From an optimization exercise on the open Yosys and OpenROAD flow, aimed at small area; shortcuts taken in it are not production practice. Only the layout flow was run in this run; the RTL was not checked for function there.

===== flow/config.mk =====
export PLATFORM = sky130hd
export DESIGN_NAME = Multiplier32Bit
export DESIGN_NICKNAME = Multiplier32Bit
export VERILOG_FILES = /design/flow/design.v
export SDC_FILE = /design/flow/constraint.sdc
export NUM_CORES = 4
export LEC_CHECK = 0
export CAP_MARGIN = 20
export CORE_MARGIN = 2
export CORE_UTILIZATION = 40
export SLEW_MARGIN = 20
export SYNTH_HIERARCHICAL = 1
export SYNTH_MINIMUM_KEEP_SIZE = 0

===== flow/constraint.sdc =====
create_clock -name core_clock -period 10.0 [get_ports {clk}]
set_input_delay 2.0000 -clock core_clock [delete_from_list [all_inputs] [get_ports {clk}]]
set_output_delay 2.0000 -clock core_clock [all_outputs]
set_load 0.01 [all_outputs]

===== flow/design.v =====
module Multiplier32Bit (
	input[31:0] multiplicand,
	input[31:0] multiplier,
	input clk,
	input enable,
	input reset_n,
	output[31:0] aBus,
	output valid
);
	reg[31:0] acc;     
	reg[2:0] cnt;      
	reg vld;
	wire[31:0] mc = multiplicand;
	wire[31:0] mp = multiplier;
	wire busy = (cnt != 3'd0);
	wire z1 = (mp[31:8] == 24'h0) || (mp[31:8] == 24'hFFFFFF);
	wire z2 = (mp[31:16] == 16'h0) || (mp[31:16] == 16'hFFFF);
	wire z3 = (mp[31:24] == 8'h0) || (mp[31:24] == 8'hFF);
	wire[2:0] d = z1 ? 3'd1 : z2 ? 3'd2 : z3 ? 3'd3 : 3'd4;
	wire[6:0] wi = z1 ? mp[11:5] : z2 ? mp[17:11] : z3 ? mp[23:17] : mp[29:23];
	reg[6:0] wb;
	always @(*) begin
		case (cnt)
			3'd1: wb = {mp[5:0], 1'b0};
			3'd2: wb = mp[11:5];
			3'd3: wb = mp[17:11];
			default: wb = mp[23:17];
		endcase
	end
	wire[6:0] w = busy ? wb : wi;
	wire d3 = ~z2 & z3;
	wire d4 = ~z3;
	wire cp = d3 & mp[23] & ~mp[24];    
	wire cm = d3 & ~mp[23] & mp[24];    
	wire[7:0] mneg;                     
	assign mneg[0] = mc[0];
	genvar i;
	generate
		for (i = 1; i < 8; i = i + 1) begin : gn
			assign mneg[i] = mc[i] ^ (|mc[i-1:0]);
		end
	endgenerate
	wire[1:0] v = {mp[31] ^ (mp[30] & mp[29]), mp[30] ^ mp[29]};
	wire[1:0] init4 = d4 ? {(mc[1] & v[0]) ^ (mc[0] & v[1]), mc[0] & v[0]} : 2'b0;
	wire[7:0] init = ({8{cp}} & mc[7:0]) | ({8{cm}} & mneg) | {6'd0, init4};
	wire[25:0] prev = busy ? acc[25:0] : {18'd0, init};
	wire one0 = w[1] ^ w[0];
	wire two0 = (w[2] & ~w[1] & ~w[0]) | (~w[2] & w[1] & w[0]);
	wire n0 = w[2];
	wire one1 = w[3] ^ w[2];
	wire two1 = (w[4] & ~w[3] & ~w[2]) | (~w[4] & w[3] & w[2]);
	wire n1 = w[4];
	wire one2 = w[5] ^ w[4];
	wire two2 = (w[6] & ~w[5] & ~w[4]) | (~w[6] & w[5] & w[4]);
	wire n2 = w[6];
	wire[31:0] r0;
	wire[29:0] r1;
	wire[27:0] r2;
	wire x0 = one0 & mc[0];
	wire k0 = n0 & ~x0;
	wire x1 = one1 & mc[0];
	wire k1 = n1 & ~x1;
	wire x2 = one2 & mc[0];
	wire k2 = n2 & ~x2;
	assign r0[0] = x0;
	assign r1[0] = x1;
	assign r2[0] = x2;
	generate
		for (i = 1; i < 32; i = i + 1) begin : g0
			booth_cell u (.one(one0), .two(two0), .neg(n0), .a(mc[i]), .b(mc[i-1]), .p(r0[i]));
		end
		for (i = 1; i < 30; i = i + 1) begin : g1
			booth_cell u (.one(one1), .two(two1), .neg(n1), .a(mc[i]), .b(mc[i-1]), .p(r1[i]));
		end
		for (i = 1; i < 28; i = i + 1) begin : g2
			booth_cell u (.one(one2), .two(two2), .neg(n2), .a(mc[i]), .b(mc[i-1]), .p(r2[i]));
		end
	endgenerate
	wire[31:0] next;
	wire t_1;
	wire t_2;
	wire t_3;
	wire t_4;
	wire t_5;
	wire t_6;
	wire t_7;
	wire t_8;
	wire t_9;
	wire t_10;
	wire t_11;
	wire t_12;
	wire t_13;
	wire t_14;
	wire t_15;
	wire t_16;
	wire t_17;
	wire t_18;
	wire t_19;
	wire t_20;
	wire t_21;
	wire t_22;
	wire t_23;
	wire t_24;
	wire t_25;
	wire t_26;
	wire t_27;
	wire t_28;
	wire t_29;
	wire t_30;
	wire t_31;
	wire t_32;
	wire t_33;
	wire t_34;
	wire t_35;
	wire t_36;
	wire t_37;
	wire t_38;
	wire t_39;
	wire t_40;
	wire t_41;
	wire t_42;
	wire t_43;
	wire t_44;
	wire t_45;
	wire t_46;
	wire t_47;
	wire t_48;
	wire t_49;
	wire t_50;
	wire t_51;
	wire t_52;
	wire t_53;
	wire t_54;
	wire t_55;
	wire t_56;
	wire t_57;
	wire t_58;
	wire t_59;
	wire t_60;
	wire t_61;
	wire t_62;
	wire t_63;
	wire t_64;
	wire t_65;
	wire t_66;
	wire t_67;
	wire t_68;
	wire t_69;
	wire t_70;
	wire t_71;
	wire t_72;
	wire t_73;
	wire t_74;
	wire t_75;
	wire t_76;
	wire t_77;
	wire t_78;
	wire t_79;
	wire t_80;
	wire t_81;
	wire t_82;
	wire t_83;
	wire t_84;
	wire t_85;
	wire t_86;
	wire t_87;
	wire t_88;
	wire t_89;
	wire t_90;
	wire t_91;
	wire t_92;
	wire t_93;
	wire t_94;
	wire t_95;
	wire t_96;
	wire t_97;
	wire t_98;
	wire t_99;
	wire t_100;
	wire t_101;
	wire t_102;
	wire t_103;
	wire t_104;
	wire t_105;
	wire t_106;
	wire t_107;
	wire t_108;
	wire t_109;
	wire t_110;
	wire t_111;
	wire t_112;
	wire t_113;
	wire t_114;
	wire t_115;
	wire t_116;
	wire t_117;
	wire t_118;
	wire t_119;
	wire t_120;
	wire t_121;
	wire t_122;
	wire t_123;
	wire t_124;
	wire t_125;
	wire t_126;
	wire t_127;
	wire t_128;
	wire t_129;
	wire t_130;
	wire t_131;
	wire t_132;
	wire t_133;
	wire t_134;
	wire t_135;
	wire t_136;
	wire t_137;
	wire t_138;
	wire t_139;
	wire t_140;
	wire t_141;
	wire t_142;
	wire t_143;
	wire t_144;
	wire t_145;
	wire t_146;
	wire t_147;
	wire t_148;
	wire t_149;
	wire t_150;
	wire t_151;
	wire t_152;
	wire t_153;
	wire t_154;
	wire t_155;
	wire t_156;
	wire t_157;
	wire t_158;
	wire t_159;
	wire t_160;
	wire t_161;
	wire t_162;
	wire t_163;
	wire t_164;
	wire t_165;
	wire t_166;
	wire t_167;
	wire t_168;
	wire t_169;
	wire t_170;
	wire t_171;
	wire t_172;
	wire t_173;
	wire t_174;
	wire t_175;
	wire t_176;
	wire t_177;
	wire t_178;
	wire t_179;
	wire t_180;
	wire t_181;
	wire t_182;
	wire t_183;
	wire t_184;
	wire t_185;
	wire t_186;
	wire t_187;
	wire t_188;
	wire t_189;
	wire t_190;
	wire t_191;
	wire t_192;
	wire t_193;
	wire t_194;
	wire t_195;
	wire t_196;
	wire t_197;
	wire t_198;
	wire t_199;
	wire t_200;
	wire t_201;
	wire t_202;
	wire t_203;
	wire t_204;
	wire t_205;
	wire t_206;
	wire t_207;
	wire t_208;
	wire t_209;
	half_adder ut_1 (.a(r0[5]), .b(r1[3]), .s(t_1), .co(t_2));
	full_adder ut_3 (.a(r0[6]), .b(r1[4]), .c(r2[2]), .s(t_3), .co(t_4));
	full_adder ut_5 (.a(r0[7]), .b(r1[5]), .c(r2[3]), .s(t_5), .co(t_6));
	full_adder ut_7 (.a(r0[8]), .b(r1[6]), .c(r2[4]), .s(t_7), .co(t_8));
	full_adder ut_9 (.a(r0[9]), .b(r1[7]), .c(r2[5]), .s(t_9), .co(t_10));
	full_adder ut_11 (.a(r0[10]), .b(r1[8]), .c(r2[6]), .s(t_11), .co(t_12));
	full_adder ut_13 (.a(r0[11]), .b(r1[9]), .c(r2[7]), .s(t_13), .co(t_14));
	full_adder ut_15 (.a(r0[12]), .b(r1[10]), .c(r2[8]), .s(t_15), .co(t_16));
	full_adder ut_17 (.a(r0[13]), .b(r1[11]), .c(r2[9]), .s(t_17), .co(t_18));
	full_adder ut_19 (.a(r0[14]), .b(r1[12]), .c(r2[10]), .s(t_19), .co(t_20));
	full_adder ut_21 (.a(r0[15]), .b(r1[13]), .c(r2[11]), .s(t_21), .co(t_22));
	full_adder ut_23 (.a(r0[16]), .b(r1[14]), .c(r2[12]), .s(t_23), .co(t_24));
	full_adder ut_25 (.a(r0[17]), .b(r1[15]), .c(r2[13]), .s(t_25), .co(t_26));
	full_adder ut_27 (.a(r0[18]), .b(r1[16]), .c(r2[14]), .s(t_27), .co(t_28));
	full_adder ut_29 (.a(r0[19]), .b(r1[17]), .c(r2[15]), .s(t_29), .co(t_30));
	full_adder ut_31 (.a(r0[20]), .b(r1[18]), .c(r2[16]), .s(t_31), .co(t_32));
	full_adder ut_33 (.a(r0[21]), .b(r1[19]), .c(r2[17]), .s(t_33), .co(t_34));
	full_adder ut_35 (.a(r0[22]), .b(r1[20]), .c(r2[18]), .s(t_35), .co(t_36));
	full_adder ut_37 (.a(r0[23]), .b(r1[21]), .c(r2[19]), .s(t_37), .co(t_38));
	full_adder ut_39 (.a(r0[24]), .b(r1[22]), .c(r2[20]), .s(t_39), .co(t_40));
	full_adder ut_41 (.a(r0[25]), .b(r1[23]), .c(r2[21]), .s(t_41), .co(t_42));
	full_adder ut_43 (.a(r0[26]), .b(r1[24]), .c(r2[22]), .s(t_43), .co(t_44));
	full_adder ut_45 (.a(r0[27]), .b(r1[25]), .c(r2[23]), .s(t_45), .co(t_46));
	full_adder ut_47 (.a(r0[28]), .b(r1[26]), .c(r2[24]), .s(t_47), .co(t_48));
	full_adder ut_49 (.a(r0[29]), .b(r1[27]), .c(r2[25]), .s(t_49), .co(t_50));
	full_adder ut_51 (.a(r0[30]), .b(r1[28]), .c(r2[26]), .s(t_51), .co(t_52));
	assign t_53 = r0[31] ^ r1[29] ^ r2[27];
	half_adder ut_54 (.a(r0[3]), .b(r1[1]), .s(t_54), .co(t_55));
	full_adder ut_56 (.a(r0[4]), .b(r1[2]), .c(r2[0]), .s(t_56), .co(t_57));
	full_adder ut_58 (.a(t_1), .b(r2[1]), .c(k2), .s(t_58), .co(t_59));
	full_adder ut_60 (.a(t_3), .b(prev[0]), .c(t_2), .s(t_60), .co(t_61));
	full_adder ut_62 (.a(t_5), .b(prev[1]), .c(t_4), .s(t_62), .co(t_63));
	full_adder ut_64 (.a(t_7), .b(prev[2]), .c(t_6), .s(t_64), .co(t_65));
	full_adder ut_66 (.a(t_9), .b(prev[3]), .c(t_8), .s(t_66), .co(t_67));
	full_adder ut_68 (.a(t_11), .b(prev[4]), .c(t_10), .s(t_68), .co(t_69));
	full_adder ut_70 (.a(t_13), .b(prev[5]), .c(t_12), .s(t_70), .co(t_71));
	full_adder ut_72 (.a(t_15), .b(prev[6]), .c(t_14), .s(t_72), .co(t_73));
	full_adder ut_74 (.a(t_17), .b(prev[7]), .c(t_16), .s(t_74), .co(t_75));
	full_adder ut_76 (.a(t_19), .b(prev[8]), .c(t_18), .s(t_76), .co(t_77));
	full_adder ut_78 (.a(t_21), .b(prev[9]), .c(t_20), .s(t_78), .co(t_79));
	full_adder ut_80 (.a(t_23), .b(prev[10]), .c(t_22), .s(t_80), .co(t_81));
	full_adder ut_82 (.a(t_25), .b(prev[11]), .c(t_24), .s(t_82), .co(t_83));
	full_adder ut_84 (.a(t_27), .b(prev[12]), .c(t_26), .s(t_84), .co(t_85));
	full_adder ut_86 (.a(t_29), .b(prev[13]), .c(t_28), .s(t_86), .co(t_87));
	full_adder ut_88 (.a(t_31), .b(prev[14]), .c(t_30), .s(t_88), .co(t_89));
	full_adder ut_90 (.a(t_33), .b(prev[15]), .c(t_32), .s(t_90), .co(t_91));
	full_adder ut_92 (.a(t_35), .b(prev[16]), .c(t_34), .s(t_92), .co(t_93));
	full_adder ut_94 (.a(t_37), .b(prev[17]), .c(t_36), .s(t_94), .co(t_95));
	full_adder ut_96 (.a(t_39), .b(prev[18]), .c(t_38), .s(t_96), .co(t_97));
	full_adder ut_98 (.a(t_41), .b(prev[19]), .c(t_40), .s(t_98), .co(t_99));
	full_adder ut_100 (.a(t_43), .b(prev[20]), .c(t_42), .s(t_100), .co(t_101));
	full_adder ut_102 (.a(t_45), .b(prev[21]), .c(t_44), .s(t_102), .co(t_103));
	full_adder ut_104 (.a(t_47), .b(prev[22]), .c(t_46), .s(t_104), .co(t_105));
	full_adder ut_106 (.a(t_49), .b(prev[23]), .c(t_48), .s(t_106), .co(t_107));
	full_adder ut_108 (.a(t_51), .b(prev[24]), .c(t_50), .s(t_108), .co(t_109));
	assign t_110 = t_53 ^ prev[25] ^ t_52;
	half_adder ut_111 (.a(r0[1]), .b(k0), .s(t_111), .co(t_112));
	full_adder ut_113 (.a(r0[2]), .b(r1[0]), .c(t_112), .s(t_113), .co(t_114));
	full_adder ut_115 (.a(t_54), .b(k1), .c(t_114), .s(t_115), .co(t_116));
	full_adder ut_117 (.a(t_56), .b(t_55), .c(t_116), .s(t_117), .co(t_118));
	full_adder ut_119 (.a(t_58), .b(t_57), .c(t_118), .s(t_119), .co(t_120));
	full_adder ut_121 (.a(t_60), .b(t_59), .c(t_120), .s(t_121), .co(t_122));
	full_adder ut_123 (.a(t_62), .b(t_61), .c(t_122), .s(t_123), .co(t_124));
	full_adder ut_125 (.a(t_64), .b(t_63), .c(t_124), .s(t_125), .co(t_126));
	full_adder ut_127 (.a(t_66), .b(t_65), .c(t_126), .s(t_127), .co(t_128));
	full_adder ut_129 (.a(t_68), .b(t_67), .c(t_128), .s(t_129), .co(t_130));
	full_adder ut_131 (.a(t_70), .b(t_69), .c(t_130), .s(t_131), .co(t_132));
	half_adder ut_133 (.a(t_72), .b(t_71), .s(t_133), .co(t_134));
	full_adder ut_135 (.a(t_74), .b(t_73), .c(t_134), .s(t_135), .co(t_136));
	full_adder ut_137 (.a(t_76), .b(t_75), .c(t_136), .s(t_137), .co(t_138));
	full_adder ut_139 (.a(t_78), .b(t_77), .c(t_138), .s(t_139), .co(t_140));
	full_adder ut_141 (.a(t_80), .b(t_79), .c(t_140), .s(t_141), .co(t_142));
	full_adder ut_143 (.a(t_82), .b(t_81), .c(t_142), .s(t_143), .co(t_144));
	full_adder ut_145 (.a(t_84), .b(t_83), .c(t_144), .s(t_145), .co(t_146));
	full_adder ut_147 (.a(t_86), .b(t_85), .c(t_146), .s(t_147), .co(t_148));
	full_adder ut_149 (.a(t_88), .b(t_87), .c(t_148), .s(t_149), .co(t_150));
	full_adder ut_151 (.a(t_90), .b(t_89), .c(t_150), .s(t_151), .co(t_152));
	xor2 ut_153 (.a(t_133), .b(t_132), .y(t_153));
	inc_cell ut_154 (.s(t_135), .t(t_133), .c(t_132), .y(t_154));
	and2 ut_155 (.a(t_133), .b(t_135), .y(t_155));
	inc_cell ut_156 (.s(t_137), .t(t_155), .c(t_132), .y(t_156));
	and2 ut_157 (.a(t_155), .b(t_137), .y(t_157));
	inc_cell ut_158 (.s(t_139), .t(t_157), .c(t_132), .y(t_158));
	and2 ut_159 (.a(t_157), .b(t_139), .y(t_159));
	inc_cell ut_160 (.s(t_141), .t(t_159), .c(t_132), .y(t_160));
	and2 ut_161 (.a(t_159), .b(t_141), .y(t_161));
	inc_cell ut_162 (.s(t_143), .t(t_161), .c(t_132), .y(t_162));
	and2 ut_163 (.a(t_161), .b(t_143), .y(t_163));
	inc_cell ut_164 (.s(t_145), .t(t_163), .c(t_132), .y(t_164));
	and2 ut_165 (.a(t_163), .b(t_145), .y(t_165));
	inc_cell ut_166 (.s(t_147), .t(t_165), .c(t_132), .y(t_166));
	and2 ut_167 (.a(t_165), .b(t_147), .y(t_167));
	inc_cell ut_168 (.s(t_149), .t(t_167), .c(t_132), .y(t_168));
	and2 ut_169 (.a(t_167), .b(t_149), .y(t_169));
	inc_cell ut_170 (.s(t_151), .t(t_169), .c(t_132), .y(t_170));
	and2 ut_171 (.a(t_169), .b(t_151), .y(t_171));
	ao21 ut_172 (.a1(t_171), .a2(t_132), .b(t_152), .y(t_172));
	half_adder ut_173 (.a(t_92), .b(t_91), .s(t_173), .co(t_174));
	full_adder ut_175 (.a(t_94), .b(t_93), .c(t_174), .s(t_175), .co(t_176));
	full_adder ut_177 (.a(t_96), .b(t_95), .c(t_176), .s(t_177), .co(t_178));
	full_adder ut_179 (.a(t_98), .b(t_97), .c(t_178), .s(t_179), .co(t_180));
	full_adder ut_181 (.a(t_100), .b(t_99), .c(t_180), .s(t_181), .co(t_182));
	full_adder ut_183 (.a(t_102), .b(t_101), .c(t_182), .s(t_183), .co(t_184));
	full_adder ut_185 (.a(t_104), .b(t_103), .c(t_184), .s(t_185), .co(t_186));
	full_adder ut_187 (.a(t_106), .b(t_105), .c(t_186), .s(t_187), .co(t_188));
	full_adder ut_189 (.a(t_108), .b(t_107), .c(t_188), .s(t_189), .co(t_190));
	assign t_191 = t_110 ^ t_109 ^ t_190;
	xor2 ut_192 (.a(t_173), .b(t_172), .y(t_192));
	inc_cell ut_193 (.s(t_175), .t(t_173), .c(t_172), .y(t_193));
	and2 ut_194 (.a(t_173), .b(t_175), .y(t_194));
	inc_cell ut_195 (.s(t_177), .t(t_194), .c(t_172), .y(t_195));
	and2 ut_196 (.a(t_194), .b(t_177), .y(t_196));
	inc_cell ut_197 (.s(t_179), .t(t_196), .c(t_172), .y(t_197));
	and2 ut_198 (.a(t_196), .b(t_179), .y(t_198));
	inc_cell ut_199 (.s(t_181), .t(t_198), .c(t_172), .y(t_199));
	and2 ut_200 (.a(t_198), .b(t_181), .y(t_200));
	inc_cell ut_201 (.s(t_183), .t(t_200), .c(t_172), .y(t_201));
	and2 ut_202 (.a(t_200), .b(t_183), .y(t_202));
	inc_cell ut_203 (.s(t_185), .t(t_202), .c(t_172), .y(t_203));
	and2 ut_204 (.a(t_202), .b(t_185), .y(t_204));
	inc_cell ut_205 (.s(t_187), .t(t_204), .c(t_172), .y(t_205));
	and2 ut_206 (.a(t_204), .b(t_187), .y(t_206));
	inc_cell ut_207 (.s(t_189), .t(t_206), .c(t_172), .y(t_207));
	and2 ut_208 (.a(t_206), .b(t_189), .y(t_208));
	inc_cell ut_209 (.s(t_191), .t(t_208), .c(t_172), .y(t_209));
	assign next[0] = r0[0];
	assign next[1] = t_111;
	assign next[2] = t_113;
	assign next[3] = t_115;
	assign next[4] = t_117;
	assign next[5] = t_119;
	assign next[6] = t_121;
	assign next[7] = t_123;
	assign next[8] = t_125;
	assign next[9] = t_127;
	assign next[10] = t_129;
	assign next[11] = t_131;
	assign next[12] = t_153;
	assign next[13] = t_154;
	assign next[14] = t_156;
	assign next[15] = t_158;
	assign next[16] = t_160;
	assign next[17] = t_162;
	assign next[18] = t_164;
	assign next[19] = t_166;
	assign next[20] = t_168;
	assign next[21] = t_170;
	assign next[22] = t_192;
	assign next[23] = t_193;
	assign next[24] = t_195;
	assign next[25] = t_197;
	assign next[26] = t_199;
	assign next[27] = t_201;
	assign next[28] = t_203;
	assign next[29] = t_205;
	assign next[30] = t_207;
	assign next[31] = t_209;
	always @(posedge clk) begin
		acc <= next;
	end
	always @(posedge clk, negedge reset_n) begin
		if (reset_n == 0) begin
			cnt <= 0;
			vld <= 0;
		end else if (enable) begin
			cnt <= d;
			vld <= 0;
		end else if (busy) begin
			cnt <= cnt - 3'd1;
			vld <= (cnt == 3'd1);
		end else begin
			vld <= 0;
		end
	end
	assign aBus = acc;
	assign valid = vld;
endmodule
module booth_cell (
	input one,
	input two,
	input neg,
	input a,
	input b,
	output p
);
	wire m_n;
	aoi22 u0 (.a1(one), .a2(a), .b1(two), .b2(b), .y(m_n));
	xnor2 u1 (.a(m_n), .b(neg), .y(p));
endmodule
module aoi22 (
	input a1,
	input a2,
	input b1,
	input b2,
	output y
);
	assign y = ~((a1 & a2) | (b1 & b2));
endmodule
module xnor2 (
	input a,
	input b,
	output y
);
	assign y = ~(a ^ b);
endmodule
module xor2 (
	input a,
	input b,
	output y
);
	assign y = a ^ b;
endmodule
module and2 (
	input a,
	input b,
	output y
);
	assign y = a & b;
endmodule
module ao21 (
	input a1,
	input a2,
	input b,
	output y
);
	assign y = (a1 & a2) | b;
endmodule
module inc_cell (
	input s,
	input t,
	input c,
	output y
);
	assign y = s ^ (t & c);
endmodule
module full_adder (
	input a,
	input b,
	input c,
	output s,
	output co
);
	assign s = a ^ b ^ c;
	assign co = (a & b) | (a & c) | (b & c);
endmodule
module half_adder (
	input a,
	input b,
	output s,
	output co
);
	assign s = a ^ b;
	assign co = a & b;
endmodule

===== flow/flow/run.sh =====
#!/bin/bash
export BUFFER_PORTS_ARGS="-buffer_cell sky130_fd_sc_hd__buf_1"
export POST_FLOORPLAN_TCL="$PWD/flow/downsize.tcl"
bash standard.sh RECOVER_POWER=100 finish > standard.log 2>&1

===== flow/flow/downsize.tcl =====
# Sourced after floorplanning (POST_FLOORPLAN_TCL): set every logic cell to
# the smallest drive strength of its function. Placement-stage repair and
# timing repair size up again where timing or slew needs it.
set db [ord::get_db]
set n 0
foreach inst [[ord::get_db_block] getInsts] {
  set m [[$inst getMaster] getName]
  if {![regexp {^(sky130_fd_sc_hd__[a-z0-9]+)_([0-9]+)$} $m -> base drive]} { continue }
  if {[regexp {dfxtp|dfrtp|conb|tap|fill|decap|clkbuf|clkinv|clkdly|dly} $base]} { continue }
  foreach d {0 1 2} {
    if {$d >= $drive} { break }
    set cand "${base}_$d"
    if {[$db findMaster $cand] != "NULL" && [llength [get_lib_cells -quiet $cand]] > 0 && [lsearch $::env(DONT_USE_CELLS) $cand] < 0} {
      replace_cell [$inst getName] $cand
      incr n
      break
    }
  }
}
puts "downsize: $n cells set to their smallest drive strength"

===== flow/standard.sh =====
#!/bin/bash
# synth_recipe.tcl (not shown) runs the flow's synth.tcl, then flattens the netlist and writes it again
# the make line also repeats each setting of config.mk as NAME=value (left out here)
make -C /OpenROAD-flow-scripts/flow DESIGN_CONFIG=/design/flow/config.mk WORK_HOME=/design/flow/orfs CLKGATE_MAP_FILE= SYNTH_SCRIPT=/design/flow/synth_recipe.tcl "${@:-finish}"

==> results.json <==
{
  "place_ws_ps": -239,
  "clkSinkCount": 36,
  "synth_edf_count": 0,
  "grt_pass1_vias": 5128,
  "syn_nets": 730,
  "nNetsFinal": 867,
  "antenna_found_initial": 0,
  "wire_per_inst_um": 18.1,
  "routed_wl_um": 16100,
  "setup_violations": 0,
  "drt-initial-drc-count": 279,
  "netlist_area_um2": 6020,
  "synth.avg_cell_area_um2": 10.6,
  "final.fill_count": 1443,
  "slowest_stage": "fa_1",
  "clk_latency_ps": 280,
  "portBuffers": 99,
  "relSlewSlack_pct": 60.6,
  "fin_skew_ps": 7.72,
  "fin_tns_setup_ps": 0,
  "place_hpwl_um": 13100,
  "yosys_warnings": 7,
  "drive_gt1_share_pct": 9.05,
  "syn_inst": 570,
  "min_period_ps": 9720,
  "reg2reg_setup_slack_ps": 1530,
  "grt_overflow_total": 0,
  "slew_viol_final": 0,
  "arrival_ps": 9880,
  "fin_ws_ps": 282,
  "die_h_um": 127,
  "synth_flop_cell": "dfxtp_1",
  "yosysUniqueCellTypes": 57,
  "crit_path_frequent_cell": "fa_1",
  "worstRegToRegCells": 26,
  "cts_buffers": 5,
  "ios": 100,
  "reg2reg_to": "acc[29]",
  "antenna_left": 0,
  "postCtsHoldBufs": 0,
  "status": "complete, no violations",
  "endpoint_kind": "flip-flop",
  "routed_via_density": 5.58,
  "dr.pass1.iters": 5,
  "postLayoutCellArea_um2": 6640,
  "top_layer": "met4",
  "cts-root-buf": "clkbuf_16",
  "finalCritPeriodShare_pct": 97.2,
  "design.core.area_um2": 14600,
  "grt_pass1_wl_um": 26400,
  "h-tree-depth": 2,
  "wl_met3_um": 715,
  "cp-start-kind": "input port",
  "diodes": 0,
  "max_stage_delay_ps": 530,
  "drc": 0,
  "place.gp.congestion": 0.881,
  "synthArstFlopShare_pct": 11.1,
  "max_clock_freq_ghz": 0.103,
  "hold_class": "flip-flop to flip-flop",
  "min_to": "cnt[1]",
  "initial_core_util_pct": 41.1,
  "cap_viol_max_count": 0,
  "dieArea_um2": 16000,
  "post_dp_cell_area_um2": 6440,
  "drt-met1-wl_um": 6820,
  "syn_to_final_growth_pct": 10.4,
  "required_ps": 10160,
  "clkTransAtPathRegs_ps": 60,
  "seq_area_frac_synth_pct": 12.3,
  "timing.final.hold_violations": 0,
  "clock_path_buffers": 2,
  "synth-seq-cells": 36,
  "reg2reg_from": "cnt[0]",
  "cts_tree": "built",
  "num_vias": 4976,
  "grt_max_degree": 29,
  "dieWidth_um": 127,
  "worstPathMaxFanout": 10,
  "post-route-util_pct": 45.4,
  "critPathKind": "input port to flip-flop",
  "hp-start": "cnt[1]",
  "grt_use_total_pct": 20.4,
  "whs_path_depth": 2,
  "tightest_slew_ps": 591,
  "rows": 44,
  "wl_met2_um": 8270
}
[layout by cell type, fill, tap and decap left out, drive strengths merged, types with 2 or more instances in the layout]
cell type / count
nor2: 27
a22oi: 90
mux2i: 2
a311oi: 3
ha: 14
dfxtp: 32
a31o: 2
and4b: 2
inv: 8
a222oi: 4
xnor2: 113
a311o: 2
dfrtp: 4
a221oi: 7
buf: 144
nor4: 6
nor2b: 2
xor2: 5
o21ai: 14
o22ai: 2
a21oi: 22
and2: 40
fa: 79
and4: 5
nor3: 2
nand4: 4
nand2b: 2
nand3: 3
clkbuf: 8
a21o: 6
nand2: 39
[stage by stage]
stage | cells | hold slack [ps]
2_1_floorplan | 570 | 598
3_3_place_gp | 882 | 628
3_5_place_dp | 882 | 656
4_1_cts | 889 | 668
5_1_grt | 891 | 702
6_report | 891 | 665
[critical path: cells and delay by family]
kind / cells / cell delay [ps]
and+or+nand+nor: 5 / 830
buffers and inverters: 4 / 580
adders and majority gates: 12 / 4940
AOI/OAI and AO/OA: 6 / 1130
xor gates and xnor gates: 2 / 380
[per-module statistics from Yosys, one instance, submodules excluded, a selection]
module           cell area [um2]  flip-flops and latches  times used  cells inside
aoi22                       12.5                       0          87             1
ao21                        7.51                       0           1             1
xnor2                       8.76                       0          87             1
full_adder                  20.0                       0          79             1
inc_cell                    12.5                       0          18             2
half_adder                  12.5                       0           5             1
Multiplier32Bit             2170                      36           1           256
and2                        6.26                       0          17             1
xor2                        8.76                       0           2             1
[cells in the mapped netlist (2+ instances only)]
library cell	instances	area, um2
a22oi_1	3	22.5
o21ai_0	12	60.1
nor4_1	4	25.0
fa_1	79	1580
dfxtp_1	32	641
a222oi_1	4	40.0
buf_6	2	22.5
a22oi_2	87	1090
nand4_1	3	18.8
and4_1	4	35.0
nor3_1	2	10.0
nor4_4	2	42.5
ha_1	14	175
a21oi_1	22	110
o21ai_1	2	10.0
and2_1	38	238
o22ai_1	2	12.5
a221oi_1	7	61.3
mux2i_1	2	20.0
clkbuf_1	11	41.3
a311oi_1	3	26.3
nand2_1	39	146
nand3_1	3	15.0
xor2_1	5	43.8
and4b_2	2	22.5
a311o_1	2	20.0
nand2b_1	2	12.5
nor2_1	27	101
a21o_1	6	45.0
inv_1	7	26.3
xnor2_1	112	981
nor2b_1	2	12.5
dfrtp_1	4	100
[registers in the layout, indices dropped and copies added (netlist names)]
name	flops
acc	32
cnt	3
vld	1
[final cells by class]
class | instances | area, um2 | share of cell area (%)
Timing Repair Buffer | 145 | 754 | 11.4
Multi-Input combinational cell | 511 | 4740 | 71.3
Inverter | 8 | 30.0 | 0.452
Sequential cell | 36 | 741 | 11.1
Clock buffer | 7 | 153 | 2.30
Tap cell | 184 | 230 | 3.47
[how the worst max path moves through the flow]
stage	start	endpoint	slack (ps)	depth (start not counted)
after floorplan	multiplier[27]	acc[31]	10	27
after global placement	multiplier[29]	acc[31]	-30	28
after detailed placement	multiplier[24]	acc[29]	-240	28
after CTS	multiplier[24]	acc[29]	50	28
after global routing	multiplier[24]	acc[23]	-50	29
final	multiplier[24]	acc[29]	280	29
[layer usage]
| layer | GRT usage, % | vias to the layer above |
|---|---|---|
| met1 | 26.4 | 2473 |
| met3 | 1.86 | 26 |
| met5 | 0 | - |
| met4 | 5.95 | 0 |
| li1 | - | 2322 |
| met2 | 36.4 | 155 |
[cell families (layout without fill, tap and decap cells)]
kind of cell	count (synthesis)	after routing	share of synthesized area, %
fa+ha+maj	93	93	29.2
xor+xnor	118	118	17.3
buf+inv	23	160	1.85
simple gates	138	138	12.6
flops	36	36	12.3
compound gates	160	160	26.4
mux	2	2	0.333
[repair_timing]
item / CTS / global route
setup endpoints to repair: 0 / 10
gates resized for setup: 0 / 7
buffers inserted: 0 / 2

-- static timing again, ports no longer ideal --
The flow's constraints put no driver on any port. The routed layout listed below was extracted and timed again, unchanged, in two steps. Step 1, drivers: a clkbuf_16 drives clk and a buf_2 each remaining input, both assumed. Step 2 adds t to the input delays and takes it off the output delays; t is the mean of the earliest and latest rising clock arrival at the registers after step 1. Input paths then give back, and output paths get back, about the clock's delay inside the block. a / b / c = ideal ports / drivers / drivers and shift; a / b = the first two.
shift t [ns]: 0.315
setup WS [ns]: 0.282 / 0.300 / -0.015
slew at the worst register clock pin (ns): 0.06 / 0.06
Met with ideal ports but missed after step 2: setup timing in this run. For this run, drivers alone change the setup slack by +0.018 ns; drivers and shift together by -0.297 ns.
